Source: an optimization exercise on an open RTL-to-GDS flow (aim: small area). Production flows keep margins and buffers that such runs may drop.
In this exercise RTL edits were held to simulation tests only and were not proved equivalent to the original.
No driver is modelled on the clock port, so clocking that relies on it looks cheaper here than on a real chip.
Power and IR drop assume default switching activity.

// system
module system(
	input [1:0] SW,
	input KEY,
	input CLOCK_50,
	input rst,
	output LEDG,
	output [6:0] HEX0,
	output [6:0] HEX1,
	output [6:0] HEX2);
Size: ~560 cells after synthesis, about 27 I/O pins.
==> flow/config.mk <==
export PLATFORM = sky130hd
export DESIGN_NAME = system
export DESIGN_NICKNAME = system
export VERILOG_FILES = /design/flow/design.v
export SDC_FILE = /design/flow/constraint.sdc
export NUM_CORES = 4
export LEC_CHECK = 0
export ABC_AREA = 1
export CAP_MARGIN = 20
export CORE_MARGIN = 2
export CORE_UTILIZATION = 40
export SLEW_MARGIN = 20
==> flow/constraint.sdc <==
create_clock -name core_clock -period 100.0 [get_ports {CLOCK_50}]
set_input_delay 20.0000 -clock core_clock [delete_from_list [all_inputs] [get_ports {CLOCK_50}]]
set_output_delay 20.0000 -clock core_clock [all_outputs]
set_load 0.01 [all_outputs]
standard.sh (not shown) runs the stock make flow with config.mk's settings and CLKGATE_MAP_FILE= SYNTH_SCRIPT=/design/flow/synth_recipe.tcl, a recipe that flattens the netlist after the stock synthesis.
==> flow/flow/run.sh <==
#!/bin/bash
# Own flow: the standard synthesis; then its combinational logic re-mapped
# for area by ABC with a few scripts (flip-flops untouched), each result
# checked to be fully mapped, to keep the standard flip-flops and to be
# equivalent to the standard netlist, and the smallest kept; then the
# standard layout with small port buffers and a lighter clock tree.
set -uo pipefail
W=$(pwd)
F=$W/flow
R=$W/orfs/results/$FLOW_PLATFORM/system/base
LIB=$FLOW_HOME/platforms/$FLOW_PLATFORM/lib/sky130_fd_sc_hd__tt_025C_1v80.lib
YOSYS=$(command -v yosys || echo "$FLOW_HOME/../tools/install/yosys/bin/yosys")

bash standard.sh synth > $W/log_1_standard_synth.txt 2>&1 || exit 1
cp $R/1_2_yosys.v $W/std_synth.v

FFRE='__(s?e?df|dl[xr]|dlclkp|sdlclkp)'
FFS=$(grep -oE '^\s*sky130_fd_sc_hd__[a-z0-9_]+' $W/std_synth.v | tr -d ' ' | sort -u | grep -E "$FFRE" | tr '\n' ' ')
ffs() { grep -E "^\s*sky130_fd_sc_hd__(s?e?df|dl[xr]|dlclkp|sdlclkp)" "$1" | awk '{print $1, $2}' | sort; }

remap() {  # remap NAME
  local n=$1
  REOPT_LIB=$LIB REOPT_FFS="$FFS" REOPT_DONT_USE="$(tr '\n' ' ' < $F/dont_use.txt)" \
  REOPT_IN=$W/std_synth.v REOPT_OUT=$W/reopt_$n.v REOPT_STAT=$W/reopt_$n.stat REOPT_SCRIPT=$F/abc_$n.script \
    timeout 1200 $YOSYS -c $F/reopt.tcl > $W/log_2_reopt_$n.txt 2>&1 || return 1
  [[ "$(ffs $W/std_synth.v)" == "$(ffs $W/reopt_$n.v)" ]] || { echo "flip-flops differ" >> $W/log_2_reopt_$n.txt; return 1; }
  EQ_LIB=$LIB EQ_GOLD=$W/std_synth.v EQ_GATE=$W/reopt_$n.v \
    timeout 1200 $YOSYS -c $F/eqv.tcl > $W/log_3_equiv_$n.txt 2>&1 || return 1
  grep 'Chip area' $W/reopt_$n.stat | awk '{print $NF}' > $W/reopt_$n.area
}
for n in a b c; do remap $n & done
wait

best=""; barea=""
for n in a b c; do
  [[ -s $W/reopt_$n.area ]] || continue
  a=$(cat $W/reopt_$n.area)
  if [[ -z "$best" ]] || awk -v x="$a" -v y="$barea" 'BEGIN{exit !(x<y)}'; then best=$n; barea=$a; fi
done
if [[ -n "$best" ]]; then
  cp $W/reopt_$best.v $R/1_2_yosys.v
  echo "re-mapped netlist $best used, area $barea" > $W/log_4_choice.txt
else
  echo "no re-mapped netlist passed; standard netlist kept" > $W/log_4_choice.txt
fi
touch $R/1_2_yosys.v

export BUFFER_PORTS_ARGS="-buffer_cell sky130_fd_sc_hd__buf_1"
export CTS_ARGS="-sink_clustering_enable -repair_clock_nets -dont_use_dummy_load -buf_list \"sky130_fd_sc_hd__clkbuf_4 sky130_fd_sc_hd__clkbuf_8\""
bash standard.sh > $W/log_5_standard_layout.txt 2>&1
Other scripts of this flow, unchanged in this note and not shown: flow/flow/abc_a.script, flow/flow/abc_b.script, flow/flow/abc_c.script, flow/flow/dont_use.txt, flow/flow/eqv.tcl, flow/flow/reopt.tcl
The baseline completed without violations.
Edit:
--- a/flow/flow/run.sh
+++ b/flow/flow/run.sh
@@ -49 +49 @@
-export CTS_ARGS="-sink_clustering_enable -repair_clock_nets -dont_use_dummy_load -buf_list \"sky130_fd_sc_hd__clkbuf_4 sky130_fd_sc_hd__clkbuf_8\""
+export CTS_ARGS="-sink_clustering_enable -repair_clock_nets -dont_use_dummy_load -root_buf sky130_fd_sc_hd__clkbuf_8 -buf_list sky130_fd_sc_hd__clkbuf_4"
Final area is unchanged.
Die area stays the same.
Total power stays the same.
Edit:
--- a/flow/flow/run.sh
+++ b/flow/flow/run.sh
@@ -49 +49 @@
-export CTS_ARGS="-sink_clustering_enable -repair_clock_nets -dont_use_dummy_load -root_buf sky130_fd_sc_hd__clkbuf_8 -buf_list sky130_fd_sc_hd__clkbuf_4"
+export CTS_ARGS="-sink_clustering_enable -repair_clock_nets -dont_use_dummy_load -buf_list sky130_fd_sc_hd__clkbuf_8"
Outcome:
- setup slack does not change
- count of clock-buffer cells in the layout does not change
- sequential power stays flat
Edit:
--- a/flow/flow/run.sh
+++ b/flow/flow/run.sh
@@ -49 +49 @@
-export CTS_ARGS="-sink_clustering_enable -repair_clock_nets -dont_use_dummy_load -buf_list sky130_fd_sc_hd__clkbuf_8"
+export CTS_ARGS="-sink_clustering_enable -repair_clock_nets -dont_use_dummy_load -buf_list sky130_fd_sc_hd__clkbuf_8 -sink_clustering_size 30 -sink_clustering_max_diameter 80 -sink_clustering_levels 1"
Effect: The changed run passed the timing, design-rule and antenna checks. Utilization is unchanged. Total power is unchanged. Die area does not change. Final cell count is unchanged.

---

Another version of the RTL of system (not shown whole).
Size in the first run: ~520 cells after synthesis.
clock: 100.0 ns
lec_check: 0
abc_area: 1
cap_margin: 0
core_margin: 2
core_utilization: 40
slew_margin: 0
==> flow/flow/run.sh <==
#!/bin/bash
# Own flow: the standard synthesis; then its combinational logic re-mapped
# for area by ABC with a few scripts (flip-flops untouched), each result
# checked to be fully mapped, to keep the standard flip-flops and to be
# equivalent to the standard netlist, and the smallest kept; then the
# standard layout with small port buffers and a lighter clock tree.
set -uo pipefail
W=$(pwd)
F=$W/flow
R=$W/orfs/results/$FLOW_PLATFORM/system/base
LIB=$FLOW_HOME/platforms/$FLOW_PLATFORM/lib/sky130_fd_sc_hd__tt_025C_1v80.lib
YOSYS=$(command -v yosys || echo "$FLOW_HOME/../tools/install/yosys/bin/yosys")

bash standard.sh synth > $W/log_1_standard_synth.txt 2>&1 || exit 1
cp $R/1_2_yosys.v $W/std_synth.v

FFRE='__(s?e?df|dl[xr]|dlclkp|sdlclkp)'
FFS=$(grep -oE '^\s*sky130_fd_sc_hd__[a-z0-9_]+' $W/std_synth.v | tr -d ' ' | sort -u | grep -E "$FFRE" | tr '\n' ' ')
ffs() { grep -E "^\s*sky130_fd_sc_hd__(s?e?df|dl[xr]|dlclkp|sdlclkp)" "$1" | awk '{print $1, $2}' | sort; }

remap() {  # remap NAME SCRIPT INPUT
  local n=$1
  REOPT_LIB=$LIB REOPT_FFS="$FFS" REOPT_DONT_USE="$(tr '\n' ' ' < $F/dont_use.txt)" \
  REOPT_IN=$3 REOPT_OUT=$W/reopt_$n.v REOPT_STAT=$W/reopt_$n.stat REOPT_SCRIPT=$F/abc_$2.script \
    timeout 1200 $YOSYS -c $F/reopt.tcl > $W/log_2_reopt_$n.txt 2>&1 || return 1
  [[ "$(ffs $W/std_synth.v)" == "$(ffs $W/reopt_$n.v)" ]] || { echo "flip-flops differ" >> $W/log_2_reopt_$n.txt; return 1; }
  EQ_LIB=$LIB EQ_GOLD=$W/std_synth.v EQ_GATE=$W/reopt_$n.v \
    timeout 1200 $YOSYS -c $F/eqv.tcl > $W/log_3_equiv_$n.txt 2>&1 || return 1
  grep 'Chip area' $W/reopt_$n.stat | awk '{print $NF}' > $W/reopt_$n.area
}
pick() {  # pick NAMES... -> sets best/barea
  for n in "$@"; do
    [[ -s $W/reopt_$n.area ]] || continue
    a=$(cat $W/reopt_$n.area)
    if [[ -z "$best" ]] || awk -v x="$a" -v y="$barea" 'BEGIN{exit !(x<y)}'; then best=$n; barea=$a; fi
  done
}
best=""; barea=""
# round 1 from the standard netlist, round 2 from round 1's smallest
for s in a c d1 d2 d3 d4 d5 d6; do remap 1$s $s $W/std_synth.v & done
wait
pick 1a 1c 1d1 1d2 1d3 1d4 1d5 1d6
if [[ -n "$best" ]]; then
  first=$best
  for s in a d1 d2 d3 d4 d5 d6 d7; do remap 2$s $s $W/reopt_$first.v & done
  wait
  pick 2a 2d1 2d2 2d3 2d4 2d5 2d6 2d7
fi
if [[ -n "$best" ]]; then
  cp $W/reopt_$best.v $R/1_2_yosys.v
  echo "re-mapped netlist $best used, area $barea" > $W/log_4_choice.txt
else
  echo "no re-mapped netlist passed; standard netlist kept" > $W/log_4_choice.txt
fi
touch $R/1_2_yosys.v

export BUFFER_PORTS_ARGS="-buffer_cell sky130_fd_sc_hd__buf_1"
export CTS_ARGS="-sink_clustering_enable -repair_clock_nets -dont_use_dummy_load -buf_list sky130_fd_sc_hd__clkbuf_8"
bash standard.sh > $W/log_5_standard_layout.txt 2>&1
Other scripts of this flow, unchanged in this note and not shown: flow/flow/abc_a.script, flow/flow/abc_c.script, flow/flow/abc_d1.script, flow/flow/abc_d2.script, flow/flow/abc_d3.script, flow/flow/abc_d4.script, flow/flow/abc_d5.script, flow/flow/abc_d6.script, flow/flow/abc_d7.script, flow/flow/dont_use.txt, flow/flow/eqv.tcl, flow/flow/reopt.tcl
Change:
CAP_MARGIN = 20   (was 0)
SLEW_MARGIN = 20   (was 0)
The new run completed with no timing, DRC or antenna violations.
Power does not change.
Die area stays the same.
First-iteration DRC count is unchanged.
Via count is unchanged.
Synthesized area is unchanged.
Setup slack is unchanged.
Routed wire length does not change.
Cell count does not change.
Clock power is about the same.
Synthesized cell count does not change.
Global-route usage is unchanged.

---

Another version of the RTL of system (not shown whole).
For scale: roughly 630 cells after synthesis, roughly 27 I/O pins, about 4800 um2 of cells after synthesis.
==> flow/config.mk <==
export PLATFORM = sky130hd
export DESIGN_NAME = system
export DESIGN_NICKNAME = system
export VERILOG_FILES = /design/flow/design.v
export SDC_FILE = /design/flow/constraint.sdc
export NUM_CORES = 4
export LEC_CHECK = 0
export ABC_AREA = 1
export CAP_MARGIN = 20
export CORE_MARGIN = 2
export CORE_UTILIZATION = 70
export SLEW_MARGIN = 20
==> flow/constraint.sdc <==
create_clock -name core_clock -period 100.0 [get_ports {CLOCK_50}]
set_input_delay 20.0000 -clock core_clock [delete_from_list [all_inputs] [get_ports {CLOCK_50}]]
set_output_delay 20.0000 -clock core_clock [all_outputs]
set_load 0.01 [all_outputs]
==> flow/flow/run.sh <==
#!/bin/bash
# Own flow: the standard synthesis, then its combinational logic re-mapped
# for area by ABC (flip-flops untouched), then the standard layout with
# small port buffers and a lighter clock tree.
set -euo pipefail
W=$(pwd)
F=$W/flow
R=$W/orfs/results/$FLOW_PLATFORM/system/base
LIB=$FLOW_HOME/platforms/$FLOW_PLATFORM/lib/sky130_fd_sc_hd__tt_025C_1v80.lib
YOSYS=$(command -v yosys || echo "$FLOW_HOME/../tools/install/yosys/bin/yosys")

bash standard.sh synth > $W/log_1_standard_synth.txt 2>&1

cp $R/1_2_yosys.v $W/std_synth.v
FFS=$(grep -oE '^\s*sky130_fd_sc_hd__[a-z0-9_]+' $W/std_synth.v | tr -d ' ' | sort -u | grep -E '__(s?e?df|dl[xr]|dlclkp|sdlclkp)' | tr '\n' ' ')
REOPT_LIB=$LIB REOPT_FFS="$FFS" REOPT_DONT_USE="$(cat $F/dont_use.txt | tr '\n' ' ')" \
REOPT_IN=$W/std_synth.v REOPT_OUT=$W/reopt.v REOPT_STAT=$W/reopt_stat.txt REOPT_SCRIPT=$F/abc_area.script \
  $YOSYS -c $F/reopt.tcl > $W/log_2_reopt.txt 2>&1

# the flip-flops (instance name and cell) must be exactly the standard ones
ffs() { grep -E '^\s*sky130_fd_sc_hd__(s?e?df|dl[xr]|dlclkp|sdlclkp)' "$1" | awk '{print $1, $2}' | sort; }
if [[ "$(ffs $W/std_synth.v)" == "$(ffs $W/reopt.v)" ]] && [[ -s $W/reopt.v ]]; then
  cp $W/reopt.v $R/1_2_yosys.v
  echo "re-mapped netlist used" > $W/log_3_choice.txt
else
  echo "flip-flops differ; standard netlist kept" > $W/log_3_choice.txt
fi
touch $R/1_2_yosys.v

export BUFFER_PORTS_ARGS="-buffer_cell sky130_fd_sc_hd__buf_1"
export CTS_ARGS="-sink_clustering_enable -repair_clock_nets -dont_use_dummy_load -buf_list sky130_fd_sc_hd__clkbuf_8"
bash standard.sh > $W/log_4_standard_layout.txt 2>&1
Other scripts of this flow, unchanged in this note and not shown: flow/flow/abc_area.script, flow/flow/dont_use.txt, flow/flow/reopt.tcl
The starting point passed the timing, design-rule and antenna checks.
==> next run, changes <==
CORE_UTILIZATION = 40   (was 70)
Outcome: Core utilization goes down by 33 points; via count drops by 2.3%; non-clock buffer count fell by 1; sequential power is about the same; worst setup slack got worse by 0.035 ns; power is about the same; area after synthesis does not change; clock power stays flat; routed wire length increases by 2.1%.
==> next run, changes <==
--- a/flow/flow/run.sh
+++ b/flow/flow/run.sh
@@ -30,3 +30,3 @@
 export BUFFER_PORTS_ARGS="-buffer_cell sky130_fd_sc_hd__buf_1"
-export CTS_ARGS="-sink_clustering_enable -repair_clock_nets -dont_use_dummy_load -buf_list sky130_fd_sc_hd__clkbuf_8"
+export CTS_ARGS="-sink_clustering_enable -repair_clock_nets -dont_use_dummy_load -buf_list sky130_fd_sc_hd__clkbuf_16 -sink_clustering_size 50 -sink_clustering_max_diameter 200"
 bash standard.sh > $W/log_4_standard_layout.txt 2>&1
Count of clock-buffer cells in the layout stays the same. First-iteration DRC count falls by about 0.6%. Clock power rises by 44%. Worst hold slack gets better by 0.016 ns. Non-clock buffer count does not change. Sequential power stays flat. Clock skew falls by 0.014 ns. Setup slack gets better by 0.069 ns. Via count rises by 0.38%.
==> next run, changes <==
--- a/flow/flow/run.sh
+++ b/flow/flow/run.sh
@@ -30,3 +30,3 @@
 export BUFFER_PORTS_ARGS="-buffer_cell sky130_fd_sc_hd__buf_1"
-export CTS_ARGS="-sink_clustering_enable -repair_clock_nets -dont_use_dummy_load -buf_list sky130_fd_sc_hd__clkbuf_16 -sink_clustering_size 50 -sink_clustering_max_diameter 200"
+export CTS_ARGS="-sink_clustering_enable -repair_clock_nets -dont_use_dummy_load -buf_list sky130_fd_sc_hd__clkbuf_8 -sink_clustering_size 35 -sink_clustering_max_diameter 120"
 bash standard.sh > $W/log_4_standard_layout.txt 2>&1
Outcome: Die area does not change; fmax barely changes; first-iteration DRC count came out higher by 0.61%; setup slack got worse by 0.069 ns; via count decreases by 0.38%; power shrinks by 12%; clock skew climbs by 0.014 ns; sequential cell count is unchanged.

---

Another version of the RTL of system (not shown whole).
For scale: ~500 cells after synthesis, ~27 I/O pins.
==> flow/config.mk <==
export PLATFORM = sky130hd
export DESIGN_NAME = system
export DESIGN_NICKNAME = system
export VERILOG_FILES = /design/flow/design.v
export SDC_FILE = /design/flow/constraint.sdc
export NUM_CORES = 4
export LEC_CHECK = 0
export ABC_AREA = 1
export CAP_MARGIN = 20
export CORE_MARGIN = 2
export CORE_UTILIZATION = 40
export SLEW_MARGIN = 20
==> flow/constraint.sdc <==
create_clock -name core_clock -period 100.0 [get_ports {CLOCK_50}]
set_input_delay 20.0000 -clock core_clock [delete_from_list [all_inputs] [get_ports {CLOCK_50}]]
set_output_delay 20.0000 -clock core_clock [all_outputs]
set_load 0.01 [all_outputs]
==> flow/flow/run.sh <==
#!/bin/bash
# Own flow: the standard synthesis; then its combinational logic re-mapped
# for area by ABC with a few scripts (flip-flops untouched), each result
# checked to be fully mapped, to keep the standard flip-flops and to be
# equivalent to the standard netlist, and the smallest kept; then the
# standard layout with small port buffers and a lighter clock tree.
set -uo pipefail
W=$(pwd)
F=$W/flow
R=$W/orfs/results/$FLOW_PLATFORM/system/base
LIB=$FLOW_HOME/platforms/$FLOW_PLATFORM/lib/sky130_fd_sc_hd__tt_025C_1v80.lib
YOSYS=$(command -v yosys || echo "$FLOW_HOME/../tools/install/yosys/bin/yosys")

bash standard.sh synth > $W/log_1_standard_synth.txt 2>&1 || exit 1
cp $R/1_2_yosys.v $W/std_synth.v

FFRE='__(s?e?df|dl[xr]|dlclkp|sdlclkp)'
FFS=$(grep -oE '^\s*sky130_fd_sc_hd__[a-z0-9_]+' $W/std_synth.v | tr -d ' ' | sort -u | grep -E "$FFRE" | tr '\n' ' ')
ffs() { grep -E "^\s*sky130_fd_sc_hd__(s?e?df|dl[xr]|dlclkp|sdlclkp)" "$1" | awk '{print $1, $2}' | sort; }

remap() {  # remap NAME SCRIPT INPUT
  local n=$1
  REOPT_LIB=$LIB REOPT_FFS="$FFS" REOPT_DONT_USE="$(tr '\n' ' ' < $F/dont_use.txt)" \
  REOPT_IN=$3 REOPT_OUT=$W/reopt_$n.v REOPT_STAT=$W/reopt_$n.stat REOPT_SCRIPT=$F/abc_$2.script \
    timeout 1200 $YOSYS -c $F/reopt.tcl > $W/log_2_reopt_$n.txt 2>&1 || return 1
  [[ "$(ffs $W/std_synth.v)" == "$(ffs $W/reopt_$n.v)" ]] || { echo "flip-flops differ" >> $W/log_2_reopt_$n.txt; return 1; }
  EQ_LIB=$LIB EQ_GOLD=$W/std_synth.v EQ_GATE=$W/reopt_$n.v \
    timeout 1200 $YOSYS -c $F/eqv.tcl > $W/log_3_equiv_$n.txt 2>&1 || return 1
  grep 'Chip area' $W/reopt_$n.stat | awk '{print $NF}' > $W/reopt_$n.area
}
pick() {  # pick NAMES... -> sets best/barea
  for n in "$@"; do
    [[ -s $W/reopt_$n.area ]] || continue
    a=$(cat $W/reopt_$n.area)
    if [[ -z "$best" ]] || awk -v x="$a" -v y="$barea" 'BEGIN{exit !(x<y)}'; then best=$n; barea=$a; fi
  done
}
best=""; barea=""
# round 1 from the standard netlist, round 2 from round 1's smallest
for s in a c d1 d2 d3 d4 d5 d6; do remap 1$s $s $W/std_synth.v & done
wait
pick 1a 1c 1d1 1d2 1d3 1d4 1d5 1d6
if [[ -n "$best" ]]; then
  first=$best
  for s in a d1 d2 d3 d4 d5 d6 d7; do remap 2$s $s $W/reopt_$first.v & done
  wait
  pick 2a 2d1 2d2 2d3 2d4 2d5 2d6 2d7
fi
if [[ -n "$best" ]]; then
  cp $W/reopt_$best.v $R/1_2_yosys.v
  echo "re-mapped netlist $best used, area $barea" > $W/log_4_choice.txt
else
  echo "no re-mapped netlist passed; standard netlist kept" > $W/log_4_choice.txt
fi
touch $R/1_2_yosys.v

export BUFFER_PORTS_ARGS="-buffer_cell sky130_fd_sc_hd__buf_1"
export CTS_ARGS="-sink_clustering_enable -repair_clock_nets -dont_use_dummy_load -buf_list sky130_fd_sc_hd__clkbuf_8"
bash standard.sh cts > $W/log_5_standard_to_cts.txt 2>&1 || exit 1
cp $R/4_cts.odb $W/4_cts_standard.odb
if ROOT_LIB=$LIB ROOT_DB=$R/4_cts.odb openroad -no_init -exit $F/root.tcl > $W/log_6_root.txt 2>&1; then
  touch $R/4_cts.odb
else
  cp $W/4_cts_standard.odb $R/4_cts.odb
fi
bash standard.sh > $W/log_7_standard_layout.txt 2>&1
==> flow/flow/root.tcl <==
# Downsize the clock tree's root buffer, which drives only the leaf clock
# buffers; the leaves that drive the flip-flops are kept as CTS made them.
read_liberty $::env(ROOT_LIB)
read_db $::env(ROOT_DB)
foreach c [get_cells clkbuf_0_*] {
  puts "root [get_name $c] [get_property $c ref_name] -> sky130_fd_sc_hd__clkbuf_4"
  replace_cell $c sky130_fd_sc_hd__clkbuf_4
}
check_placement -verbose
write_db $::env(ROOT_DB)
Other scripts of this flow, unchanged in this note and not shown: flow/flow/abc_a.script, flow/flow/abc_c.script, flow/flow/abc_d1.script, flow/flow/abc_d2.script, flow/flow/abc_d3.script, flow/flow/abc_d4.script, flow/flow/abc_d5.script, flow/flow/abc_d6.script, flow/flow/abc_d7.script, flow/flow/dont_use.txt, flow/flow/eqv.tcl, flow/flow/reopt.tcl
The first run completed with no timing, DRC or antenna violations.
==> next run, changes <==
--- a/flow/flow/run.sh
+++ b/flow/flow/run.sh
@@ -57,10 +57,3 @@
 export BUFFER_PORTS_ARGS="-buffer_cell sky130_fd_sc_hd__buf_1"
 export CTS_ARGS="-sink_clustering_enable -repair_clock_nets -dont_use_dummy_load -buf_list sky130_fd_sc_hd__clkbuf_8"
-bash standard.sh cts > $W/log_5_standard_to_cts.txt 2>&1 || exit 1
-cp $R/4_cts.odb $W/4_cts_standard.odb
-if ROOT_LIB=$LIB ROOT_DB=$R/4_cts.odb openroad -no_init -exit $F/root.tcl > $W/log_6_root.txt 2>&1; then
-  touch $R/4_cts.odb
-else
-  cp $W/4_cts_standard.odb $R/4_cts.odb
-fi
-bash standard.sh > $W/log_7_standard_layout.txt 2>&1
+bash standard.sh > $W/log_5_standard_layout.txt 2>&1
removed: flow/flow/root.tcl
Core utilization is about the same.
Die area stays the same.
Cell area is about the same.

## re-timing with driven ports
No port has a modelled driver above. Below, the same layouts with a new extraction and two added sets of constraints.
Step 1 sets driving cells, clkbuf_16 on the clock port and buf_2 on the other inputs (assumed; they add their load-dependent delay and slew).
Step 2, shift: input delay + t, output delay - t, t = (earliest + latest rising clock arrival at the registers) / 2. This alone moves slack from input paths to output paths.
a / b / c = ideal / step 1 / step 2; a / b = the first two.
| run | t (ns) | slack for setup (ns) | slew at the worst register clock pin (ns) | worst slew at a driven data input, ns |
|---|---|---|---|---|
| the first run of note 1 | 0.373 | 76.539 / 76.509 / 76.883 | 0.10 / 0.10 | 0.03 |
| the second run of note 1 | 0.373 | 76.539 / 76.509 / 76.883 | 0.10 / 0.10 | 0.03 |
| the third run of note 1 | 0.373 | 76.539 / 76.509 / 76.883 | 0.10 / 0.10 | 0.03 |
| the fourth run of note 1 | 0.373 | 76.539 / 76.509 / 76.883 | 0.10 / 0.10 | 0.03 |
| the first run of note 2 | 0.378 | 76.228 / 76.198 / 76.576 | 0.09 / 0.09 | 0.03 |
| the second run of note 2 | 0.378 | 76.228 / 76.198 / 76.576 | 0.09 / 0.09 | 0.03 |
| the first run of note 3 | 0.384 | 74.775 / 74.744 / 75.128 | 0.10 / 0.10 | 0.03 |
| the second run of note 3 | 0.383 | 74.740 / 74.709 / 75.092 | 0.09 / 0.09 | 0.04 |
| the third run of note 3 | 0.372 | 74.809 / 74.773 / 75.145 | 0.07 / 0.07 | 0.04 |
| the fourth run of note 3 | 0.383 | 74.740 / 74.709 / 75.092 | 0.09 / 0.09 | 0.04 |
| the first run of note 4 | 0.437 | 75.758 / 75.729 / 76.166 | 0.10 / 0.10 | 0.04 |
| the second run of note 4 | 0.373 | 75.829 / 75.798 / 76.171 | 0.10 / 0.10 | 0.04 |
After both steps every run listed still meets setup and hold.
